This is an optimization exercise on Yosys and OpenROAD, whose aim is small area, a short achievable clock period and few clock cycles, not a production implementation. The RTL was checked by simulation tests, not by an equivalence proof against the original design. Power and IR drop assume default switching activity.

==> flow/design.v <==
`timescale 1ns / 1ps
module arithmetic_logic_unit(
    input [15:0] input1,
    input [15:0] input2,
    input Cin,
    input [3:0] OP,
    output reg [15:0] result,
    output reg Cout
    );
    reg [16:0] temp;
    always @ (*) begin
        result = 0;
        temp = 0;
        Cout = 0;
        case (OP)
            4'b0000: begin
                temp = input1 + input2 + Cin;
                result = temp[15:0];
                Cout = temp[16];
            end
            4'b0001: begin
                temp = input1 - (input2 + Cin);
                result = temp[15:0];
                Cout = temp[16];
            end
            4'b0010: begin
                result = input1;
            end
            4'b0011: begin
                result = input1 == input2;
            end
            4'b0100: begin
                result = input1 != input2;
            end
            4'b0101: begin
                result = (input1[15] == 0 && input1 != 0);
            end
            4'b0110: begin
                result = ~input1;
            end
            4'b0111: begin
                result = input1 & input2;
            end
            4'b1000: begin
                result = input1 | input2;
            end
            4'b1001: begin
                result = input1 ^ input2;
            end
            4'b1010: begin
                result = ~input1 + 1;
            end
            4'b1011: begin
                result = input1 >> 1;
                result[15] = input1[15];
            end
            4'b1100: begin
                result = { input2[7:0], 8'b0 };
            end
            4'b1101: begin
                result = input1[15] == 1;
            end
            4'b1110: begin
                result = input1 <<< 1;
            end
            4'b1111: begin
                result = input1 | { 8'b0, input2[7:0] };
            end
        endcase
    end
endmodule
`timescale 1ns / 1ps
module control_unit(
    input clk,
    input reset_n,
    input [3:0] opcode,
    input [5:0] func_code,
    output reg [17-1:0] control_signal
    );
    reg [17-1:0] next_control_signal;
    always @ (*) begin
        control_signal = 0;
        case (opcode)
            4'd15: begin
                control_signal[6:5] = 2'd2;
                control_signal[15] = 1;
                case (func_code)
                    6'd28: begin
                        control_signal[2] = 1;
                        control_signal[11:8] = 4'b0010;
                    end
                    6'd25: begin
                        control_signal[1:0] = 2'd3;
                    end
                    6'd26: begin
                        control_signal[1:0] = 2'd3;
                        control_signal[4] = 1;
                        control_signal[6:5] = 2'd3;
                    end
                    6'd29: begin
                        control_signal[3] = 1;
                        control_signal[15] = 0;
                    end
                    6'd0: begin
                        control_signal[4] = 1;
                        control_signal[11:8] = 4'b0000;
                        control_signal[16] = 1;
                    end
                    6'd1: begin
                        control_signal[4] = 1;
                        control_signal[11:8] = 4'b0001;
                        control_signal[16] = 1;
                    end
                    6'd2: begin
                        control_signal[4] = 1;
                        control_signal[11:8] = 4'b0111;
                        control_signal[16] = 1;
                    end
                    6'd3: begin
                        control_signal[4] = 1;
                        control_signal[11:8] = 4'b1000;
                        control_signal[16] = 1;
                    end
                    6'd4: begin
                        control_signal[4] = 1;
                        control_signal[11:8] = 4'b0110;
                    end
                    6'd5: begin
                        control_signal[4] = 1;
                        control_signal[11:8] = 4'b1010;
                    end
                    6'd6: begin
                        control_signal[4] = 1;
                        control_signal[11:8] = 4'b1110;
                    end
                    6'd7: begin
                        control_signal[4] = 1;
                        control_signal[11:8] = 4'b1011;
                    end
                endcase
            end
            4'd4: begin
                control_signal[4] = 1;
                control_signal[7] = 2'd1;
                control_signal[11:8] = 4'b0000;
                control_signal[15] = 1;
                control_signal[16] = 1;
            end
            4'd5: begin
                control_signal[4] = 1;
                control_signal[7] = 2'd1;
                control_signal[11:8] = 4'b1111;
                control_signal[15] = 1;
                control_signal[16] = 1;
            end
            4'd6: begin
                control_signal[4] = 1;
                control_signal[7] = 2'd1;
                control_signal[11:8] = 4'b1100;
                control_signal[16] = 1;
            end
            4'd7: begin
                control_signal[4] = 1;
                control_signal[7] = 2'd1;
                control_signal[11:8] = 4'b0000;
                control_signal[12] = 1;
                control_signal[14] = 1;
                control_signal[15] = 1;
                control_signal[16] = 1;
            end
            4'd8: begin
                control_signal[7] = 2'd1;
                control_signal[11:8] = 4'b0000;
                control_signal[13] = 1;
                control_signal[15] = 1;
                control_signal[16] = 1;
            end
            4'd0: begin
                control_signal[1:0] = 2'd2;
                control_signal[11:8] = 4'b0100;
                control_signal[15] = 1;
                control_signal[16] = 1;
            end
            4'd1: begin
                control_signal[1:0] = 2'd2;
                control_signal[11:8] = 4'b0011;
                control_signal[15] = 1;
                control_signal[16] = 1;
            end
            4'd2: begin
                control_signal[1:0] = 2'd2;
                control_signal[11:8] = 4'b0101;
                control_signal[15] = 1;
            end
            4'd3: begin
                control_signal[1:0] = 2'd2;
                control_signal[11:8] = 4'b1101;
                control_signal[15] = 1;
            end
            4'd9: begin
                control_signal[1:0] = 2'd1;
            end
            4'd10: begin
                control_signal[1:0] = 2'd1;
                control_signal[4] = 1;
                control_signal[6:5] = 2'd3;
            end
        endcase
    end
endmodule
`timescale 1ns / 1ps
module hazard_detector (
    input [1:0] rs_if,            
    input is_jump_rs,             
    input [1:0] rs_id,            
    input [1:0] rt_id,            
    input use_rs,                 
    input use_rt,                 
    input [1:0] dest_id,          
    input [1:0] dest_ex,          
    input [1:0] dest_mem,         
    input [1:0] dest_wb,          
    input reg_write_id,           
    input reg_write_ex,           
    input reg_write_mem,          
    input reg_write_wb,           
    input ex_load,                
    output [5:0] hazard_signal_if,
    output [5:0] hazard_signal_id,
    output stall_pc,                 
    output stall                     
);
    wire rs_ex_hazard_if  = (rs_if == dest_ex)  && is_jump_rs && reg_write_ex;
    wire rs_mem_hazard_if = (rs_if == dest_mem) && is_jump_rs && reg_write_mem;
    wire rs_wb_hazard_if  = (rs_if == dest_wb)  && is_jump_rs && reg_write_wb;
    wire rs_ex_hazard_id  = (rs_id == dest_ex)  && use_rs && reg_write_ex;
    wire rs_mem_hazard_id = (rs_id == dest_mem) && use_rs && reg_write_mem;
    wire rs_wb_hazard_id  = (rs_id == dest_wb)  && use_rs && reg_write_wb;
    wire rt_ex_hazard_id  = (rt_id == dest_ex)  && use_rt && reg_write_ex;
    wire rt_mem_hazard_id = (rt_id == dest_mem) && use_rt && reg_write_mem;
    wire rt_wb_hazard_id  = (rt_id == dest_wb)  && use_rt && reg_write_wb;
    assign hazard_signal_if = { rs_wb_hazard_if, rs_mem_hazard_if, rs_ex_hazard_if };
    assign hazard_signal_id = { rt_wb_hazard_id, rt_mem_hazard_id, rt_ex_hazard_id, rs_wb_hazard_id, rs_mem_hazard_id, rs_ex_hazard_id };
    assign stall_pc = is_jump_rs && (((rs_if == dest_id) && reg_write_id) ||
                                     ((rs_if == dest_ex) && ex_load));
    assign stall    = (rs_ex_hazard_id || rt_ex_hazard_id) && ex_load;
endmodule
`timescale 1ns / 1ps
module program_counter(
        input clk,
        input reset_n,
        input stall,
        input stall_pc,
        input bubble,
        input [15:0] pc_recovered,
        input jump,
        input [15:0] jump_target,
        output reg [15:0] pc_out,
        output [15:0] pc_plus_one
    );
    reg [15:0] next_pc;
    assign pc_plus_one = pc_out + 1;
    always @ (negedge reset_n, posedge clk) begin
        if (!reset_n) begin
            pc_out <= 0;
        end
        else if (bubble) begin
            pc_out <= pc_recovered;
        end
        else if (!stall_pc && !stall) begin
            if (jump) begin
                pc_out <= jump_target;
            end
            else begin
                pc_out <= pc_plus_one;
            end
        end
    end
endmodule
`timescale 1ns / 1ps
module pipeline_register_if_id(
    input clk,
    input reset_n,
    input stall,
    input stall_pc,
    input bubble,
    input [15:0] pc_in,
    input [15:0] instruction_in,
    output reg [15:0] pc_out,
    output reg [15:0] instruction_out
    );
    always @ (negedge reset_n, posedge clk) begin
        if (!reset_n) begin
            pc_out <= 0;
            instruction_out <= 16'hb000;
        end
        else if (bubble || (stall_pc && !stall)) begin
            pc_out <= 0;
            instruction_out <= 16'hb000;
        end
        else if (!stall) begin
            pc_out <= pc_in;
            instruction_out <= instruction_in;
        end
    end
endmodule
`timescale 1ns / 1ps
module pipeline_register_id_ex(
    input clk,
    input reset_n,
    input stall,
    input bubble,
    input [15:0] pc_in,
    input [15:0] read_data1_in,
    input [15:0] read_data2_in,
    input [15:0] sign_extend_imm_in,        
    input [1:0] rt_in,
    input [1:0] rd_in,
    input [17-1:0] control_signal_in,
    output reg [15:0] pc_out,
    output reg [15:0] read_data1_out,
    output reg [15:0] read_data2_out,
    output reg [15:0] sign_extend_imm_out,  
    output reg [1:0] rt_out,
    output reg [1:0] rd_out,
    output reg [17-1:0] control_signal_out
    );
    reg ignore_control_signal;       
    always @ (negedge reset_n, posedge clk) begin
        if (!reset_n) begin
            pc_out <= 0;
            read_data1_out <= 0;
            read_data2_out <= 0;
            sign_extend_imm_out <= 0;
            rt_out <= 0;
            rd_out <= 0;
            control_signal_out <= 0;
            ignore_control_signal <= 0;
        end
        else if (stall | bubble) begin
            pc_out <= 0;
            read_data1_out <= 0;
            read_data2_out <= 0;
            sign_extend_imm_out <= 0;
            rt_out <= 0;
            rd_out <= 0;
            control_signal_out <= 0;
            if (bubble) begin
                ignore_control_signal <= 1;
            end
            else begin
                ignore_control_signal <= 0;
            end
        end
        else if (ignore_control_signal) begin
            pc_out <= 0;
            read_data1_out <= 0;
            read_data2_out <= 0;
            sign_extend_imm_out <= 0;
            rt_out <= 0;
            rd_out <= 0;
            control_signal_out <= 0;
            ignore_control_signal <= 0;
        end
        else begin
            pc_out <= pc_in;
            read_data1_out <= read_data1_in;
            read_data2_out <= read_data2_in;
            sign_extend_imm_out <= sign_extend_imm_in;
            rt_out <= rt_in;
            rd_out <= rd_in;
            control_signal_out <= control_signal_in;
        end
    end
endmodule
`timescale 1ns / 1ps
module pipeline_register_ex_mem(
    input clk,
    input reset_n,
    input bubble,
    input [15:0] pc_in,
    input branch_cond_in,
    input [15:0] alu_result_in,          
    input [15:0] read_data2_in,
    input [1:0] reg_dst_in,
    input [17-1:0] control_signal_in,
    output reg [15:0] pc_out,
    output reg branch_cond_out,
    output reg [15:0] alu_result_out,
    output reg [15:0] read_data2_out,
    output reg [1:0] reg_dst_out,
    output reg [17-1:0] control_signal_out
    );
    always @ (negedge reset_n, posedge clk) begin
        if (!reset_n) begin
            pc_out <= 0;
            branch_cond_out <= 0;
            alu_result_out <= 0;
            read_data2_out <= 0;
            reg_dst_out <= 0;
            control_signal_out <= 0;
        end
        else if (bubble) begin
            pc_out <= 0;
            branch_cond_out <= 0;
            alu_result_out <= 0;
            read_data2_out <= 0;
            reg_dst_out <= 0;
            control_signal_out <= 0;
        end
        else begin
            pc_out <= pc_in;
            branch_cond_out <= branch_cond_in;
            alu_result_out <= alu_result_in;
            read_data2_out <= read_data2_in;
            reg_dst_out <= reg_dst_in;
            control_signal_out <= control_signal_in;
        end
    end
endmodule
`timescale 1ns / 1ps
module pipeline_register_mem_wb(
    input clk,
    input reset_n,
    input [15:0] pc_in,
    input [15:0] mem_data_in,
    input [15:0] alu_result_in,
    input [1:0] reg_dst_in,
    input [17-1:0] control_signal_in,
    output reg [15:0] pc_out,
    output reg [15:0] mem_data_out,
    output reg [15:0] alu_result_out,
    output reg [1:0] reg_dst_out,
    output reg [17-1:0] control_signal_out
    );
    always @ (negedge reset_n, posedge clk) begin
        if (!reset_n) begin
            pc_out <= 0;
            mem_data_out <= 0;
            alu_result_out <= 0;
            reg_dst_out <= 0;
            control_signal_out <= 0;
        end
        else begin
            pc_out <= pc_in;
            mem_data_out <= mem_data_in;
            alu_result_out <= alu_result_in;
            reg_dst_out <= reg_dst_in;
            control_signal_out <= control_signal_in;
        end
    end
endmodule
`timescale 1ns / 1ps
module register_file(
    input write,
    input clk,
    input reset_n,
    input [1:0] read_addr1,                  
    input [1:0] read_addr2,                  
    input [1:0] jump_addr_forwarding_in,     
    input [1:0] write_addr,                  
    input [15:0] write_data,                 
    output [15:0] read_data1,                
    output [15:0] read_data2,                
    output [15:0] jump_addr_forwarding_out,  
    output reg [15:0] wb_forwarding         
    );
    reg [15:0] memory [3:0];
    assign read_data1 = memory[read_addr1];
    assign read_data2 = memory[read_addr2];
    assign jump_addr_forwarding_out = memory[jump_addr_forwarding_in];
    always @ (negedge reset_n, posedge clk) begin
        if (!reset_n) begin
            memory[0] <= 16'h0000;
            memory[1] <= 16'h0000;
            memory[2] <= 16'h0000;
            memory[3] <= 16'h0000;
            wb_forwarding <= 16'h0000;
        end
        else begin
            if (write) begin
                memory[write_addr] <= write_data;
                wb_forwarding      <= write_data;
            end
        end
    end
endmodule
`timescale 1ns / 1ps
module datapath #(
    parameter WORD_SIZE = 16
)(
    input clk,
    input reset_n,
    output [16-1:0] i_address, 
    input  [16-1:0] i_data, 
    output reg d_readM, 
    output reg d_writeM, 
    output [16-1:0] d_address, 
    output [16-1:0] d_wdata, 
    input  [16-1:0] d_rdata, 
    output reg [16-1:0] num_inst, 
    output reg [WORD_SIZE-1:0] output_port,
    output reg is_halted,
    input  [17-1:0] control_signal,
    output [3:0] opcode,
    output [5:0] func_code
    );
    reg [15:0]  next_num_inst;
    wire [5:0]  hazard_signal_if;    
    wire [5:0]  hazard_signal_id;    
    reg  [5:0]  hazard_signal_ex;    
    wire        stall;               
    wire        stall_pc;            
    wire        bubble;
    wire [15:0] pc_recovered;
    wire        is_jump_rs;
    wire [15:0] reg_dst_id_ex;
    wire        ex_load;
    wire [1:0]  jump_addr_forwarding_in;
    wire [15:0] jump_addr_forwarding_out;
    wire [15:0] wb_forwarding;
    wire [15:0] pc_cand;
    wire [15:0] pc_out;
    wire [15:0] pc_plus_one;
    wire [15:0] jump_predicted;
    wire        jump;
    wire [15:0] jump_target;
    wire [15:0] pc_if_id_in;
    wire [15:0] pc_if_id_out;
    wire [15:0] instruction_if_id_in;
    wire [15:0] instruction_if_id_out;
    wire [1:0]  rs;
    wire [1:0]  rt;
    wire [1:0]  rd;
    wire [7:0]  immediate;
    wire [15:0] read_data1;
    wire [15:0] read_data2;
    wire [1:0]  write_addr;
    wire [15:0] write_data;
    wire [15:0] pc_id_ex_in;
    wire [15:0] pc_id_ex_out;
    wire [17-1:0] control_signal_id_ex_in;
    wire [17-1:0] control_signal_id_ex_out;
    wire [15:0] read_data1_id_ex_in;
    wire [15:0] read_data1_id_ex_out;
    wire [15:0] read_data2_id_ex_in;
    wire [15:0] read_data2_id_ex_out;
    wire [15:0] sign_extend_imm_id_ex_in;
    wire [15:0] sign_extend_imm_id_ex_out;
    wire [1:0]  rt_id_ex_in;
    wire [1:0]  rt_id_ex_out;
    wire [1:0]  rd_id_ex_in;
    wire [1:0]  rd_id_ex_out;
    wire [15:0] alu_input1;
    wire [15:0] alu_input2;
    wire [15:0] alu_result;
    wire [15:0] write_data_ex;       
    wire [15:0] pc_ex_mem_in;
    wire [15:0] pc_ex_mem_out;
    wire [17-1:0] control_signal_ex_mem_in;
    wire [17-1:0] control_signal_ex_mem_out;
    wire        branch_cond_ex_mem_in;
    wire        branch_cond_ex_mem_out;
    wire [15:0] alu_result_ex_mem_in;
    wire [15:0] alu_result_ex_mem_out;
    wire [15:0] read_data2_ex_mem_in;
    wire [15:0] read_data2_ex_mem_out;
    wire [15:0] reg_dst_ex_mem_in;
    wire [15:0] reg_dst_ex_mem_out;
    wire [15:0] write_data_mem;      
    wire [15:0] pc_mem_wb_in;
    wire [15:0] pc_mem_wb_out;
    wire [17-1:0] control_signal_mem_wb_in;
    wire [17-1:0] control_signal_mem_wb_out;
    wire [15:0] mem_data_mem_wb_in;
    wire [15:0] mem_data_mem_wb_out;
    wire [15:0] alu_resullt_mem_wb_in;
    wire [15:0] alu_resullt_mem_wb_out;
    wire [15:0] reg_dst_mem_wb_in;
    wire [15:0] reg_dst_mem_wb_out;
    assign is_jump_rs = instruction_if_id_in[15:12] == 4'd15 && 
                        (instruction_if_id_in[5:0] == 6'd25 || instruction_if_id_in[5:0] == 6'd26);
    assign reg_dst_id_ex = 
        (control_signal_id_ex_in[6:5] == 2'd0) ? rt :
        (control_signal_id_ex_in[6:5] == 2'd2) ? rd : 2'd2;    
    assign ex_load = control_signal_id_ex_out[14];
    hazard_detector HD (
        .rs_if(instruction_if_id_in[11:10]),
        .is_jump_rs(is_jump_rs),
        .rs_id(rs),
        .rt_id(rt_id_ex_in),
        .use_rs(control_signal_id_ex_in[15]),
        .use_rt(control_signal_id_ex_in[16]),
        .dest_id(reg_dst_id_ex),
        .dest_ex(reg_dst_ex_mem_in),
        .dest_mem(reg_dst_ex_mem_out),
        .dest_wb(reg_dst_mem_wb_out),
        .reg_write_id(control_signal_id_ex_in[4]),
        .reg_write_ex(control_signal_id_ex_out[4]), 
        .reg_write_mem(control_signal_ex_mem_out[4]),
        .reg_write_wb(control_signal_mem_wb_out[4]),
        .ex_load(ex_load),
        .hazard_signal_if(hazard_signal_if),
        .hazard_signal_id(hazard_signal_id),
        .stall_pc(stall_pc),
        .stall(stall)
    );
    arithmetic_logic_unit ALU_BRANCH (
        .input1(pc_plus_one),
        .input2({ { 8{instruction_if_id_in[7]}}, instruction_if_id_in[7:0] }),
        .Cin(0),
        .OP(4'b0000),
        .result(jump_predicted)
    );
    assign jump_addr_forwarding_in = instruction_if_id_in[11:10];
    assign jump = (instruction_if_id_in[15:12] == 4'd15 && 
                  (instruction_if_id_in[5:0] == 6'd25 || instruction_if_id_in[5:0] == 6'd26))
                  || instruction_if_id_in[15:12] == 4'd9
                  || instruction_if_id_in[15:12] == 4'd10
                  || instruction_if_id_in[15:12] == 4'd0
                  || instruction_if_id_in[15:12] == 4'd1
                  || instruction_if_id_in[15:12] == 4'd2
                  || instruction_if_id_in[15:12] == 4'd3;
    assign jump_target = 
           (instruction_if_id_in[15:12] == 4'd15 && 
           (instruction_if_id_in[5:0] == 6'd25 || instruction_if_id_in[5:0] == 6'd26)) ? 
               hazard_signal_if[0]  ? write_data_ex          :
               hazard_signal_if[1] ? write_data_mem         :
               hazard_signal_if[2]  ? write_data             : jump_addr_forwarding_out :
           (instruction_if_id_in[15:12] == 4'd9 || instruction_if_id_in[15:12] == 4'd10) ? { pc_plus_one[15:12], instruction_if_id_in[11:0] }
           : jump_predicted;
    program_counter PC (
        .clk(clk),
        .reset_n(reset_n),
        .stall(stall),
        .stall_pc(stall_pc),
        .bubble(bubble),
        .pc_recovered(pc_recovered),
        .jump(jump),
        .jump_target(jump_target),
        .pc_out(pc_out),
        .pc_plus_one(pc_plus_one)
    );
    assign i_address = pc_out;
    assign pc_if_id_in = pc_plus_one;
    assign instruction_if_id_in = i_data;
    pipeline_register_if_id PR_IF_ID (
        .clk(clk),
        .reset_n(reset_n),
        .stall(stall),
        .stall_pc(stall_pc),
        .bubble(bubble),
        .pc_in(pc_if_id_in),
        .instruction_in(instruction_if_id_in),
        .pc_out(pc_if_id_out),
        .instruction_out(instruction_if_id_out)
    );
    assign opcode    = instruction_if_id_out[15:12];
    assign rs        = instruction_if_id_out[11:10];
    assign rt        = instruction_if_id_out[9:8];
    assign rd        = instruction_if_id_out[7:6];
    assign func_code = instruction_if_id_out[5:0];
    assign immediate = instruction_if_id_out[7:0];
    register_file RF (
        .write(control_signal_mem_wb_out[4]),
        .clk(clk),
        .reset_n(reset_n),
        .read_addr1(rs),
        .read_addr2(rt),
        .jump_addr_forwarding_in(jump_addr_forwarding_in),
        .write_addr(write_addr),
        .write_data(write_data),
        .read_data1(read_data1),
        .read_data2(read_data2),
        .jump_addr_forwarding_out(jump_addr_forwarding_out),
        .wb_forwarding(wb_forwarding)
    );
    assign pc_id_ex_in = pc_if_id_out;
    assign control_signal_id_ex_in = control_signal;
    assign read_data1_id_ex_in = read_data1;
    assign read_data2_id_ex_in = read_data2;
    assign sign_extend_imm_id_ex_in = { { 8{immediate[7]}}, immediate };
    assign rt_id_ex_in = rt;
    assign rd_id_ex_in = rd;
    pipeline_register_id_ex PR_ID_EX (
        .clk(clk),
        .reset_n(reset_n),
        .stall(stall),
        .bubble(bubble),
        .pc_in(pc_id_ex_in),
        .read_data1_in(read_data1_id_ex_in),
        .read_data2_in(read_data2_id_ex_in),
        .sign_extend_imm_in(sign_extend_imm_id_ex_in),
        .rt_in(rt_id_ex_in),
        .rd_in(rd_id_ex_in),
        .control_signal_in(control_signal_id_ex_in),
        .pc_out(pc_id_ex_out),
        .read_data1_out(read_data1_id_ex_out),
        .read_data2_out(read_data2_id_ex_out),
        .sign_extend_imm_out(sign_extend_imm_id_ex_out),
        .rt_out(rt_id_ex_out),
        .rd_out(rd_id_ex_out),
        .control_signal_out(control_signal_id_ex_out)
    );
    assign alu_input1 = hazard_signal_ex[0]  ? write_data_mem         :
                        hazard_signal_ex[1] ? write_data             :
                        hazard_signal_ex[2]  ? wb_forwarding          :
                        read_data1_id_ex_out;
    assign alu_input2 = (control_signal_id_ex_out[7] == 2'd1) ? sign_extend_imm_id_ex_out :
                        hazard_signal_ex[3]  ? write_data_mem         :
                        hazard_signal_ex[4] ? write_data             :
                        hazard_signal_ex[5]  ? wb_forwarding          :
                        read_data2_id_ex_out;
    assign read_data2_ex_mem_in = 
                        hazard_signal_ex[3]  ? write_data_mem         :
                        hazard_signal_ex[4] ? write_data             :
                        hazard_signal_ex[5]  ? wb_forwarding          :
                        read_data2_id_ex_out;
    arithmetic_logic_unit ALU (
        .input1(alu_input1),
        .input2(alu_input2),
        .Cin(0),
        .OP(control_signal_id_ex_out[11:8]),
        .result(alu_result)
    );
    assign write_data_ex =
            control_signal_id_ex_out[6:5] == 2'd3 ? pc_id_ex_out :
            alu_result_ex_mem_in;
    assign pc_ex_mem_in = pc_id_ex_out;
    assign control_signal_ex_mem_in = control_signal_id_ex_out;
    assign branch_cond_ex_mem_in = alu_result;                       
    assign alu_result_ex_mem_in = alu_result;
    assign reg_dst_ex_mem_in = 
            (control_signal_id_ex_out[6:5] == 2'd0) ? rt_id_ex_out :
            (control_signal_id_ex_out[6:5] == 2'd2) ? rd_id_ex_out : 2'd2;    
    pipeline_register_ex_mem PR_EX_MEM (
        .clk(clk),
        .reset_n(reset_n),
        .bubble(bubble),
        .pc_in(pc_ex_mem_in),
        .branch_cond_in(branch_cond_ex_mem_in),
        .alu_result_in(alu_result_ex_mem_in),
        .read_data2_in(read_data2_ex_mem_in),
        .reg_dst_in(reg_dst_ex_mem_in),
        .control_signal_in(control_signal_ex_mem_in),
        .pc_out(pc_ex_mem_out),
        .branch_cond_out(branch_cond_ex_mem_out),
        .alu_result_out(alu_result_ex_mem_out),
        .read_data2_out(read_data2_ex_mem_out),
        .reg_dst_out(reg_dst_ex_mem_out),
        .control_signal_out(control_signal_ex_mem_out)
    );
    assign bubble = (control_signal_ex_mem_out[1:0] == 2'd2) && !branch_cond_ex_mem_out;        
    assign pc_recovered = pc_ex_mem_out;
    assign write_data_mem =
            control_signal_ex_mem_out[14] ? mem_data_mem_wb_in : 
            control_signal_ex_mem_out[6:5] == 2'd3 ? pc_ex_mem_out :
            alu_result_ex_mem_out;
    assign d_address = alu_result_ex_mem_out;
    assign d_wdata = read_data2_ex_mem_out;
    assign pc_mem_wb_in = pc_ex_mem_out;
    assign control_signal_mem_wb_in = control_signal_ex_mem_out;
    assign mem_data_mem_wb_in = d_rdata;
    assign alu_resullt_mem_wb_in = alu_result_ex_mem_out;
    assign reg_dst_mem_wb_in = reg_dst_ex_mem_out;
    pipeline_register_mem_wb PR_MEM_WB (
        .clk(clk),
        .reset_n(reset_n),
        .pc_in(pc_mem_wb_in),
        .mem_data_in(mem_data_mem_wb_in),
        .alu_result_in(alu_resullt_mem_wb_in),
        .reg_dst_in(reg_dst_mem_wb_in),
        .control_signal_in(control_signal_mem_wb_in),
        .pc_out(pc_mem_wb_out),
        .mem_data_out(mem_data_mem_wb_out),
        .alu_result_out(alu_resullt_mem_wb_out),
        .reg_dst_out(reg_dst_mem_wb_out),
        .control_signal_out(control_signal_mem_wb_out)
    );
    assign write_addr = 
            control_signal_mem_wb_out[6:5] == 2'd3 ? 2'd2 : reg_dst_mem_wb_out;
    assign write_data = 
            control_signal_mem_wb_out[14] ? mem_data_mem_wb_out : 
            control_signal_mem_wb_out[6:5] == 2'd3 ? pc_mem_wb_out :
            alu_resullt_mem_wb_out;
    always @ (negedge reset_n, posedge clk) begin
        if (!reset_n) begin
            d_readM <= 0;
            d_writeM <= 0;
            num_inst <= 0;
            output_port <= 0;
            is_halted <= 0;
            hazard_signal_ex <= 0;
        end
        else begin
            num_inst <= next_num_inst;
            hazard_signal_ex <= hazard_signal_id;
            if (control_signal_ex_mem_in[12] && !bubble) begin
                d_readM <= 1;
            end
            else begin
                d_readM <= 0;
            end
            if (control_signal_ex_mem_in[13] && !bubble) begin
                d_writeM <= 1;
            end
            else begin
                d_writeM <= 0;
            end
            if (control_signal_mem_wb_out[2]) begin
                output_port <= write_data;
            end
            if (control_signal_mem_wb_out[3]) begin
                is_halted <= 1;
            end
        end
    end
    always @ (*) begin
        next_num_inst = num_inst;
        if (control_signal_mem_wb_out) begin
            next_num_inst = next_num_inst + 1;
        end
    end
endmodule
`timescale 1ns / 1ps
module cpu(
        input Clk, 
        input Reset_N, 
        output [16-1:0] i_address, 
        input  [16-1:0] i_data, 
        output d_readM, 
        output d_writeM, 
        output [16-1:0] d_address, 
        output [16-1:0] d_wdata, 
        input  [16-1:0] d_rdata, 
        output [16-1:0] num_inst, 
        output [16-1:0] output_port, 
        output is_halted
);
    wire [3:0] opcode;
    wire [5:0] func_code;
    wire [17-1:0] control_signal;
    control_unit Control (
        .clk(Clk),
        .reset_n(Reset_N),
        .opcode(opcode),
        .func_code(func_code),
        .control_signal(control_signal)
        ); 
    datapath #(.WORD_SIZE (16)) 
        DP (
        .clk(Clk),
        .reset_n(Reset_N),
        .i_address(i_address),
        .i_data(i_data),
        .d_readM(d_readM),
        .d_writeM(d_writeM),
        .d_address(d_address),
        .d_wdata(d_wdata),
        .d_rdata(d_rdata),
        .num_inst(num_inst),
        .output_port(output_port),
        .is_halted(is_halted),
        .control_signal(control_signal),
        .opcode(opcode),
        .func_code (func_code)
        );
endmodule
==> flow/run.sh <==
#!/bin/bash
# synth_recipe.tcl (not shown) runs the flow's synth.tcl, then flattens the netlist and writes it again
# the make line also repeats each setting of config.mk as NAME=value (left out here)
make -C /OpenROAD-flow-scripts/flow DESIGN_CONFIG=/design/flow/config.mk WORK_HOME=/design/flow/orfs CLKGATE_MAP_FILE= SYNTH_SCRIPT=/design/flow/synth_recipe.tcl finish
==> flow/config.mk <==
export PLATFORM = sky130hd
export DESIGN_NAME = cpu
export DESIGN_NICKNAME = cpu
export VERILOG_FILES = /design/flow/design.v
export SDC_FILE = /design/flow/constraint.sdc
export NUM_CORES = 4
export LEC_CHECK = 0
export CAP_MARGIN = 20
export CORE_MARGIN = 2
export CORE_UTILIZATION = 40
export SLEW_MARGIN = 20
==> flow/constraint.sdc <==
create_clock -name core_clock -period 8.0 [get_ports {Clk}]
set_input_delay 1.6000 -clock core_clock [delete_from_list [all_inputs] [get_ports {Clk}]]
set_output_delay 1.6000 -clock core_clock [all_outputs]
set_load 0.01 [all_outputs]
==> results.json <==
{
  "outcome": "complete, no violations",
  "sw_ratio": 0.459,
  "hold_viol_final": 0,
  "detailedRoute.firstPassIterationCount": 6,
  "r2r-start": "DP.PR_EX_MEM.control_signal_out[6]$_DFF_PN0_",
  "drive_above_1_share": 0.110,
  "count_of_flip_flops_with_a_built_in_enable_after_synthesis": 0,
  "hpwlAfterDp_um": 61100,
  "postLayoutSetupSlackWorst_ns": 1.31,
  "timing.final.max_slew_violations": 0,
  "timing.setup.tns_ns": 0,
  "synth_seq_cells": 374,
  "ys_top_cells_by_count": "371 x dfrtp_1, 208 x nand2_1, 180 x o21ai_0, 149 x nor2_1, 113 x and2_1",
  "power_density_nw_per_um2": 441,
  "detail_route.vias_per_cell": 6.22,
  "grt.total_usage": 0.298,
  "ctsResizeCount": 0,
  "yosysTopAreaCell": "dfrtp_1",
  "worstHoldPathCells": 0,
  "tritoncts": "done",
  "yosysWarnings": 20,
  "fin_worst_skew_ns": 0.0248,
  "gp_congestion": 0.980,
  "die-area_um2": 56700,
  "width_of_the_die_um": 238,
  "timing.critical_path.to_type": "flop",
  "net_count_synth": 2361,
  "internal-power_mw": 6.03,
  "hold_end": "DP.PR_MEM_WB.control_signal_out[2]$_DFF_PN0_",
  "netlist.area_leader.share": 0.424,
  "hold_path_startpoint": "DP.PR_EX_MEM.control_signal_out[2]$_DFF_PN0_",
  "vdd_drop_max_v": 0.000186,
  "worstSetupPathType": "input port to flop",
  "setup_violations": 0,
  "fin_area_um2": 25300,
  "drv_cap": 0,
  "via_count_of_the_first_global_routing_pass": 18500,
  "synthesized_area_divided_by_synthesized_cell_count_um2": 9.73,
  "grt_setup_unrepaired": "false",
  "post_synth_instance_area_um2": 21900,
  "clkPwrFrac": 0.184,
  "dp.cells": 2969,
  "yosysMostFrequentCell": "dfrtp_1",
  "fp-row-count": 85,
  "route.antenna.remaining_nets": 0,
  "syn_to_final_growth_pct": 15.3,
  "critPathMaxFanout": 4,
  "num_io_pins": 117,
  "comb_power_share": 0.518,
  "synth_ff_type": "dfrtp_1",
  "fp.coreArea_um2": 54000,
  "postSynth.asyncResetShare": 1.00,
  "global_route_wire_length_before_repair_um": 125000,
  "placed_area_um2": 23800,
  "routed_wl_um": 84000,
  "reg2reg_depth": 17,
  "fmax_mhz": 149,
  "drt_iter0_markers": 2120,
  "grt-ovfl-total": 0,
  "worstHoldPathType": "flop to flop",
  "clockBufferDepth": 3,
  "startpoint_type": "input port",
  "finalWorstPathRequiredPeriod_ns": 6.69,
  "worst_case_hold_slack_ns": 0.346,
  "wl_per_cell_um": 27.6,
  "worst_slew_pin_slew_ns": 1.12,
  "post_cts.repair.setup_buffers": 0,
  "initial_utilization": 0.406,
  "finish.cell_count_without_fillers": 3046,
  "p_switching_mw": 5.12,
  "cts.sink_count": 374,
  "clock_buffers_created_by_tritoncts": 43,
  "setup.reg_to_reg.worst_slack_ns": 1.46,
  "cts_hold_buffers": 0,
  "post_synth_main_area_contributors": "dfrtp_1 42%, mux4_2 4.9%, o21ai_0 4.1%",
  "synth_sequential_area_ratio": 0.427,
  "worst_r2r_end": "DP.PC.pc_out[8]$_DFFE_PN0P_",
  "drc": 0,
  "worst_slew_margin": 0.247,
  "cts_root_buffer": "clkbuf_16",
  "placement.setup.worst_slack_ns": 0.911,
  "insertion_delay_ns": 0.60,
  "seq_power_share": 0.298,
  "antenna_found_initial": 1,
  "clk_transition_reported_paths_ns": 0.06,
  "final.period_utilization": 0.836,
  "grt_start_max_net_pins": 120,
  "routed-via-count": 18900,
  "data_required_time_at_the_worst_endpoint_ns": 8.47,
  "placement.io_buffers": 116,
  "power.leakage_nw": 10.8,
  "synthesis.instances": 2253,
  "height_of_the_die_um": 238,
  "ctsHtreeMaxLevel": 2,
  "worstPathArrival_ns": 7.17,
  "n_antenna_cell": 0,
  "netlist-cell-type-count": 93,
  "nNetsFinal": 2427
}
==> worst max-delay path, cell delays in order <==
cell,delay (ns)
clkdlybuf4s50_1,0.50
nand2_1,0.10
o311ai_0,0.29
nand2_1,0.16
o21ai_0,0.14
mux2i_1,0.57
inv_1,0.18
ha_1,0.32
fa_1,0.50
a211oi_1,0.33
nor2_1,0.14
or4_1,0.42
a21oi_1,0.21
o22a_1,0.17
a21oi_1,0.08
a2111oi_0,0.87
o221ai_1,0.28
a31o_2,0.30
==> stage by stage <==
stage                      util  power [mW]
after floorplan               -        6.66
after global placement    0.440        8.94
after detailed placement  0.440        8.97
after CTS                 0.467        11.0
after global routing      0.468        11.8
final                     0.468        11.1
==> cell families (layout without fill, tap and decap cells) <==
logic type	Yosys count	after routing	synth area share
AOI/OAI and AO/OA	602	602	0.188
xor gates and xnor gates	82	82	0.0328
adders and majority gates	74	74	0.0433
buffers and inverters	251	348	0.0468
DFF	374	374	0.427
muxes	122	122	0.0850
and+or+nand+nor	748	748	0.177
==> area by class of cell <==
| cell class | instances | area (um^2) |
|---|---|---|
| Multi-Input combinational cell | 1628 | 11600 |
| Timing Repair Buffer | 171 | 1610 |
| Clock inverter | 18 | 236 |
| Sequential cell | 374 | 9370 |
| Fill cell | 5064 | 28800 |
| Tap cell | 696 | 871 |
| Inverter | 101 | 379 |
| Clock buffer | 58 | 1230 |
==> worst max path at each step <==
| stage | cells after the start | end | slack, ns | startpoint |
|---|---|---|---|---|
| after floorplan | 15 | DP.PC.pc_out[8]$_DFFE_PN0P_ | 2.77 | d_rdata[0] |
| final | 18 | DP.PC.pc_out[8]$_DFFE_PN0P_ | 1.31 | d_rdata[0] |
| after global routing | 15 | DP.PC.pc_out[8]$_DFFE_PN0P_ | 1.19 | d_rdata[5] |
| after CTS | 18 | DP.PC.pc_out[8]$_DFFE_PN0P_ | 1.50 | d_rdata[0] |
| after detailed placement | 18 | DP.PC.pc_out[8]$_DFFE_PN0P_ | 0.91 | d_rdata[0] |
| after global placement | 18 | DP.PC.pc_out[8]$_DFFE_PN0P_ | 1.00 | d_rdata[0] |
==> sequential cells by signal, indices dropped and copies added (netlist names), 8 cells and up <==
register                         flops
DP.PR_ID_EX.read_data2_out          16
DP.PR_IF_ID.pc_out                  16
DP.RF.wb_forwarding                 16
DP.PR_MEM_WB.control_signal_out     16
DP.PR_EX_MEM.control_signal_out     16
DP.PR_EX_MEM.read_data2_out         16
DP.output_port                      16
DP.RF.memory                        64
DP.PR_MEM_WB.alu_result_out         16
DP.PR_EX_MEM.pc_out                 16
DP.PR_ID_EX.control_signal_out      16
DP.PR_MEM_WB.mem_data_out           16
DP.PC.pc_out                        16
DP.num_inst                         16
DP.PR_ID_EX.pc_out                  16
DP.PR_IF_ID.instruction_out         16
DP.PR_EX_MEM.alu_result_out         16
DP.PR_ID_EX.sign_extend_imm_out      8
DP.PR_MEM_WB.pc_out                 16
DP.PR_ID_EX.read_data1_out          16
==> power by group through the flow <==
stage / Clock (mW) / Sequential, mW / Combinational [mW]
after floorplan: 0 / 3.01 / 3.65
after global placement: 0 / 3.30 / 5.64
after detailed placement: 0 / 3.34 / 5.64
after CTS: 2.08 / 3.30 / 5.67
after global routing: 2.16 / 3.40 / 6.20
final: 2.06 / 3.32 / 5.77
==> per-layer routing <==
layer	up-vias	part of all wire	track usage
met5	-	0	0
met4	0	0.046	0.125
met3	189	0.087	0.0640
met2	932	0.45	0.462
met1	9507	0.42	0.405
li1	8305	-	-
==> placed cells by master, fill, tap and decap left out, types with 13 or more instances in the layout <==
cell type,count
dfrtp_1,369
nand2_1,207
o21ai_0,180
nor2_1,148
clkdlybuf4s50_1,114
and2_1,113
inv_1,95
a21oi_1,87
ha_1,71
xnor2_1,55
buf_4,53
mux4_2,48
a211oi_1,45
nand3_1,44
clkbuf_16,43
mux2i_1,41
and3_1,33
mux2_2,33
nor3_1,29
xor2_1,27
o211ai_1,27
nor2b_1,25
nand2b_1,23
nand4_1,22
a211o_1,19
a22o_1,19
o21a_1,18
a31oi_1,18
nand4b_1,17
a21o_1,17
o31ai_1,16
a221oi_1,16
nor4_1,15
a22oi_1,13
Testbench counts, summed over its fixed seeds: cycles 383,420.

## re-timing with driven ports
In the flow no input, the clock included, has a driving cell. The finished layout below was timed again as built, in two steps.
Step 1 (the two cells are an assumption about what drives the block):
set clk [get_ports {Clk}]
set_driving_cell -lib_cell sky130_fd_sc_hd__clkbuf_16 $clk
set_driving_cell -lib_cell sky130_fd_sc_hd__buf_2 [delete_from_list [all_inputs] $clk]
Step 2 times the ports against the registers' clock, not the clock port: input delays grow and output delays shrink by t, the midpoint of the rising clock arrivals with the driver on.
Three values: ideal ports, drivers, drivers and shift; two values: the first two.
shift t [ns]: 0.649
slack for setup (ns): 1.308 / 1.345 / 0.695
hold WS [ns]: 0.346 / 0.346 / 0.346
latest minus earliest clock arrival (ns): 0.025 / 0.025
cell pins on the clock port's net: 1
After both steps this run still meets setup and hold. For this run, drivers alone change the setup slack by +0.037 ns; drivers and shift together by -0.613 ns.
